Source: an optimization exercise on an open RTL-to-GDS flow (aim: small area, a short achievable clock period and few clock cycles per item). Production flows keep margins and buffers that such runs may drop.
At most, simulation tests tie the RTL to the original design; equivalence was not proved.

Design expression_solver, start of the top module:
module expression_solver
(
    input clk,
    input rst,
    input start,
    input [7:0] X,
    input [15:0] A,
    input [15:0] B,
    input [15:0] C,
    output [15:0] result,
    output zero,
    output overflow,
    output completed
);
Settings: LEC_CHECK=0, CAP_MARGIN=20, CORE_MARGIN=2, CORE_UTILIZATION=40, SETUP_SLACK_MARGIN=5, SLEW_MARGIN=20, SYNTH_HIERARCHICAL=1, SYNTH_MINIMUM_KEEP_SIZE=0; clock period 11.0 ns.
standard.sh (not shown) runs the stock make flow with config.mk's settings and CLKGATE_MAP_FILE= SYNTH_SCRIPT=/design/flow/synth_recipe.tcl, a recipe that flattens the netlist after the stock synthesis.
==> flow/flow/run.sh <==
#!/bin/bash
# The standard layout, with the port buffers made from the smallest buffer
# (buf_1) instead of the delay buffer buffer_ports picks by default; the
# resizer still upsizes them where timing, slew or load ask for it.
set -euo pipefail
export BUFFER_PORTS_ARGS="-buffer_cell sky130_fd_sc_hd__buf_1"
bash standard.sh > standard_finish.log 2>&1
==> next run, changes <==
--- a/flow/design.v
+++ b/flow/design.v
@@ -56,20 +56,20 @@
     wire [15:0] P1 = {P0[15:1] & P0[14:0], P0[0:0]};
     wire [15:0] G2 = {G1[15:2] | (P1[15:2] & G1[13:0]), G1[1:0]};
     wire [15:0] P2 = {P1[15:2] & P1[13:0], P1[1:0]};
     wire [15:0] G3 = {G2[15:4] | (P2[15:4] & G2[11:0]), G2[3:0]};
     wire [15:0] P3 = {P2[15:4] & P2[11:0], P2[3:0]};
     wire [15:0] G4 = {G3[15:8] | (P3[15:8] & G3[7:0]), G3[7:0]};
     wire [15:0] P4 = {P3[15:8] & P3[7:0], P3[7:0]};
     wire [15:0] T = p ^ ~{G4[14:0], 1'b1};
     wire [15:0] m = busy ? T : A;
-    wire [7:0] x = X;
-    wire [15:0] kn = ~(busy ? C : B);
+    wire [7:0] x = done ? 8'd1 : X;
+    wire [15:0] kn = ~(done ? 16'd0 : busy ? C : B);
     wire pp_0_0 = ~(x[0] & m[0]);
     wire pp_0_1 = ~(x[0] & m[1]);
     wire pp_0_2 = ~(x[0] & m[2]);
     wire pp_0_3 = ~(x[0] & m[3]);
     wire pp_0_4 = ~(x[0] & m[4]);
     wire pp_0_5 = ~(x[0] & m[5]);
     wire pp_0_6 = ~(x[0] & m[6]);
     wire pp_0_7 = ~(x[0] & m[7]);
     wire pp_0_8 = ~(x[0] & m[8]);
@@ -323,19 +323,17 @@
     wire s157, c158;
     fa fa_s157 (s98, c127, s128, s157, c158);
     wire s159, c160;
     fa fa_s159 (s102, c129, s130, s159, c160);
     wire s161 = s105 ^ c131 ^ s132;
     wire [15:0] n0 = {c160, c158, c156, c154, c152, c150, c148, c146, c144, c142, c140, c138, c136, c134, s133, pp_0_0};
     wire [15:0] n1 = {s161, s159, s157, s155, s153, s151, s149, s147, s145, s143, s141, h139, h137, h135, 1'b1, kn[0]};
     always @(posedge clk)
     begin
-        if (!done) begin
-            S0 <= n0;
-            S1 <= n1;
-        end
+        S0 <= n0;
+        S1 <= n1;
     end
     assign result = T;
     assign zero = ~|T;
     assign completed = done;
     assign overflow = 1'b0;
 endmodule
Register-to-register slack improves by 0.03 ns.
Via count drops by 1.8%.
Die area fell by 6.7%.
Wire length is lower by 3.3%.
Worst setup slack gains 0.038 ns.
Sequential share of layout area goes down by 5.6 points.
Global-route usage is higher by 0.16 points.
Utilization goes up by 0.84 points.
Cell area shrinks by 4.3%.
Synthesized cell count increases by 1.4%.
Critical path depth is higher by 1.
Function was not checked in any run of this note: the RTL went through the layout flow alone.

Another version of the RTL of expression_solver (not shown whole).
For scale: ~400 cells after synthesis, about 78 I/O pins.
export LEC_CHECK = 0
export CAP_MARGIN = 20
export CORE_MARGIN = 2
export CORE_UTILIZATION = 40
export SETUP_SLACK_MARGIN = 5
export SLEW_MARGIN = 20
export SYNTH_HIERARCHICAL = 1
export SYNTH_MINIMUM_KEEP_SIZE = 0
create_clock -name core_clock -period 11.0 [get_ports {clk}]
Scripts as last shown in full above: flow/flow/run.sh
The first run completed without violations.
==> next run, changes <==
--- a/flow/design.v
+++ b/flow/design.v
@@ -29,18 +29,18 @@
             busy <= 1'b0;
             done <= 1'b0;
         end else begin
             if (start) busy <= 1'b1;
             done <= busy;
         end
     end
     wire [15:0] m = busy ? T : A;
-    wire [7:0] x = done ? 8'd1 : X;
-    wire [15:0] kn = ~(done ? 16'd0 : busy ? C : B);
+    wire [7:0] x = X;
+    wire [15:0] kn = ~(busy ? C : B);
     wire pp_0_0 = ~(x[0] & m[0]);
     wire pp_0_1 = ~(x[0] & m[1]);
     wire pp_0_2 = ~(x[0] & m[2]);
     wire pp_0_3 = ~(x[0] & m[3]);
     wire pp_0_4 = ~(x[0] & m[4]);
     wire pp_0_5 = ~(x[0] & m[5]);
     wire pp_0_6 = ~(x[0] & m[6]);
     wire pp_0_7 = ~(x[0] & m[7]);
@@ -324,15 +324,15 @@
     wire [15:0] P2 = {P1[15:2] & P1[13:0], P1[1:0]};
     wire [15:0] G3 = {G2[15:4] | (P2[15:4] & G2[11:0]), G2[3:0]};
     wire [15:0] P3 = {P2[15:4] & P2[11:0], P2[3:0]};
     wire [15:0] G4 = {G3[15:8] | (P3[15:8] & G3[7:0]), G3[7:0]};
     wire [15:0] P4 = {P3[15:8] & P3[7:0], P3[7:0]};
     wire [15:0] y = p ^ ~{G4[14:0], 1'b1};
     always @(posedge clk)
     begin
-        T <= y;
+        if (!done) T <= y;
     end
     assign result = T;
     assign zero = ~|T;
     assign completed = done;
     assign overflow = 1'b0;
 endmodule
What happened: Non-clock buffer count came out lower by 26. Clock-buffer cell count does not change. Die area is lower by 0.75%. Clock skew came out higher by 6.7 ps. Final cell count fell by 9.2%. Fmax is higher by 0.45%.
Testbench counts after the change, summed over its fixed seeds: cycles 3,600, items 1,200.
Function not checked in the first run of this note: the RTL went through the layout flow alone.

Another version of the RTL of expression_solver (not shown whole).
Size in the first run: about 410 cells after synthesis, roughly 18 flip-flops, about 78 I/O pins, ~3800 sq um of cells after synthesis.
clock: 11.0 ns
lec_check: 0
cap_margin: 20
core_margin: 2
core_utilization: 40
setup_slack_margin: 2
slew_margin: 20
synth_hierarchical: 1
synth_minimum_keep_size: 0
Scripts as last shown in full above: flow/flow/run.sh
The baseline finished clean.
Then changed:
--- a/flow/design.v
+++ b/flow/design.v
@@ -26,16 +26,16 @@
             done <= 1'b0;
         end else begin
             if (start) busy <= 1'b1;
             done <= busy;
         end
     end
     wire [15:0] m = busy ? T : A;
-    wire [7:0] x = done ? 8'd1 : X;
-    wire [15:0] kn = ~(done ? 16'd0 : busy ? C : B);
+    wire [7:0] x = X;
+    wire [15:0] kn = ~(busy ? C : B);
     wire pp_0_0 = ~(x[0] & m[0]);
     wire pp_0_1 = ~(x[0] & m[1]);
     wire pp_0_2 = ~(x[0] & m[2]);
     wire pp_0_3 = ~(x[0] & m[3]);
     wire pp_0_4 = ~(x[0] & m[4]);
     wire pp_0_5 = ~(x[0] & m[5]);
     wire pp_0_6 = ~(x[0] & m[6]);
@@ -193,24 +193,24 @@
     fa fa_s58 (pp_0_3, pp_1_2, pp_2_1, s58, c59);
     wire s60, c61;
     fa fa_s60 (pp_0_4, pp_1_3, pp_2_2, s60, c61);
     wire s62, c63;
     fa fa_s62 (pp_3_1, pp_4_0, kn[4], s62, c63);
     wire s64, c65;
     fa fa_s64 (pp_3_2, pp_4_1, pp_5_0, s64, c65);
-    wire h66 = ~(kn[5] ^ s1);
-    wire c67 = kn[5] | s1;
+    wire h66, c67;
+    fa fa_h66 (kn[5], s1, 1'b1, h66, c67);
     wire s68, c69;
     fa fa_s68 (pp_6_0, kn[6], c2, s68, c69);
-    wire h70 = ~(s3 ^ s5);
-    wire c71 = s3 | s5;
+    wire h70, c71;
+    fa fa_h70 (s3, s5, 1'b1, h70, c71);
     wire s72, c73;
     fa fa_s72 (c4, c6, s7, s72, c73);
-    wire h74 = ~(s9 ^ s11);
-    wire c75 = s9 | s11;
+    wire h74, c75;
+    fa fa_h74 (s9, s11, 1'b1, h74, c75);
     wire s76, c77;
     fa fa_s76 (c10, c8, s13, s76, c77);
     wire s78, c79;
     fa fa_s78 (s15, c12, s17, s78, c79);
     wire s80, c81;
     fa fa_s80 (c14, c16, s19, s80, c81);
     wire s82, c83;
@@ -242,19 +242,19 @@
     wire s108, c109;
     fa fa_s108 (pp_3_0, kn[3], s58, s108, c109);
     wire s110, c111;
     fa fa_s110 (c59, s60, s62, s110, c111);
     wire s112, c113;
     fa fa_s112 (c61, s64, c63, s112, c113);
     wire s114, c115;
-    fa fa_s114 (c65, c67, h70, s114, c115);
+    fa fa_s114 (c65, c67, s68, s114, c115);
     wire s116, c117;
-    fa fa_s116 (c69, c71, h74, s116, c117);
+    fa fa_s116 (c69, c71, s72, s116, c117);
     wire s118, c119;
-    fa fa_s118 (c73, c75, s76, s118, c119);
+    fa fa_s118 (c73, s76, c75, s118, c119);
     wire s120, c121;
     fa fa_s120 (c77, s80, c79, s120, c121);
     wire s122, c123;
     fa fa_s122 (c81, s84, c83, s122, c123);
     wire s124, c125;
     fa fa_s124 (c85, s88, c87, s124, c125);
     wire s126, c127;
@@ -262,26 +262,26 @@
     wire s128, c129;
     fa fa_s128 (c93, s96, c95, s128, c129);
     wire s130, c131;
     fa fa_s130 (c97, s100, c99, s130, c131);
     wire s132 = c101 ^ s104 ^ c103;
     wire s133, c134;
     fa fa_s133 (pp_0_1, pp_1_0, kn[1], s133, c134);
-    wire h135 = ~(kn[2] ^ s106);
-    wire c136 = kn[2] | s106;
-    wire h137 = ~(c107 ^ s108);
-    wire c138 = c107 | s108;
-    wire h139 = ~(c109 ^ s110);
-    wire c140 = c109 | s110;
+    wire h135, c136;
+    fa fa_h135 (kn[2], s106, 1'b1, h135, c136);
+    wire h137, c138;
+    fa fa_h137 (c107, s108, 1'b1, h137, c138);
+    wire h139, c140;
+    fa fa_h139 (c109, s110, 1'b1, h139, c140);
     wire s141, c142;
     fa fa_s141 (h66, c111, s112, s141, c142);
     wire s143, c144;
-    fa fa_s143 (s68, c113, s114, s143, c144);
+    fa fa_s143 (c113, h70, s114, s143, c144);
     wire s145, c146;
-    fa fa_s145 (s72, c115, s116, s145, c146);
+    fa fa_s145 (h74, c115, s116, s145, c146);
     wire s147, c148;
     fa fa_s147 (s78, c117, s118, s147, c148);
     wire s149, c150;
     fa fa_s149 (s82, c119, s120, s149, c150);
     wire s151, c152;
     fa fa_s151 (s86, c121, s122, s151, c152);
     wire s153, c154;
@@ -289,19 +289,20 @@
     wire s155, c156;
     fa fa_s155 (s94, c125, s126, s155, c156);
     wire s157, c158;
     fa fa_s157 (s98, c127, s128, s157, c158);
     wire s159, c160;
     fa fa_s159 (s102, c129, s130, s159, c160);
     wire s161 = s105 ^ c131 ^ s132;
-    wire [15:0] r0 = {~c160, ~c158, ~c156, ~c154, ~c152, ~c150, ~c148, ~c146, ~c144, ~c142, ~c140, ~c138, ~c136, ~c134, ~s133, ~pp_0_0};
-    wire [15:0] r1 = {~s161, ~s159, ~s157, ~s155, ~s153, ~s151, ~s149, ~s147, ~s145, ~s143, ~s141, ~h139, ~h137, ~h135, 1'b0, ~kn[0]};
-    wire [15:0] y = r0 + r1;
-    assign result = y;
-    assign zero = ~|y;
+    wire [15:0] n0 = {c160, c158, c156, c154, c152, c150, c148, c146, c144, c142, c140, c138, c136, c134, s133, pp_0_0};
+    wire [15:0] n1 = {s161, s159, s157, s155, s153, s151, s149, s147, s145, s143, s141, h139, h137, h135, 1'b1, kn[0]};
+    wire [15:0] yn = n0 + n1 + 16'd1;
+    wire [15:0] y = ~yn;
+    assign result = done ? T : y;
+    assign zero = ~|result;
     always @(posedge clk)
     begin
-        T <= y;
+        T <= result;
     end
     assign completed = busy;
     assign overflow = 1'b0;
 endmodule
Result:
- The changed run finished with timing, DRC and antenna clean
- clock-buffer cell count stays the same
- final area falls by a few percent
- area after synthesis goes down slightly
- global-route usage grows by 0.21 points
- routed wire length drops by a little under a tenth
- non-clock buffer count shrinks by 19
No functional check of the RTL was part of any run of this note.

[separate check: timing with driven ports]
No port has a modelled driver above. Below, the same layouts with a new extraction and two added sets of constraints.
Step 1 sets driving cells, clkbuf_16 on the clock port and buf_2 on the other inputs (assumed; they add their load-dependent delay and slew).
Step 2 adds t to the input delays and takes it off the output delays; t is the mean of the earliest and latest rising clock arrival at the registers after step 1. Input paths then give back, and output paths get back, about the clock's delay inside the block.
Slacks: ideal / step 1 / step 2; pairs: ideal / step 1.
| run | shift t [ns] | setup slack, ns | hold WS [ns] |
|---|---|---|---|
| the first run of note 1 | 0.320 | 5.197 / 5.199 / 4.879 | 0.840 / 0.840 / 0.840 |
| the second run of note 1 | 0.308 | 5.235 / 5.245 / 4.937 | 0.831 / 0.831 / 0.831 |
| the first run of note 2 | 0.282 | 5.119 / 5.123 / 4.841 | 0.857 / 0.857 / 0.857 |
| the second run of note 2 | 0.274 | 5.145 / 5.143 / 4.870 | 0.807 / 0.807 / 0.807 |
| the first run of note 3 | 0.279 | 2.124 / 2.097 / 2.097 | 0.888 / 0.888 / 0.888 |
| the second run of note 3 | 0.268 | 2.082 / 2.058 / 2.058 | 0.529 / 0.529 / 0.529 |
After both steps setup and hold are still met in every run listed. The setup slack of the first run of note 1, which loses most, moves by +0.002 ns with the drivers and by -0.318 ns with both steps.
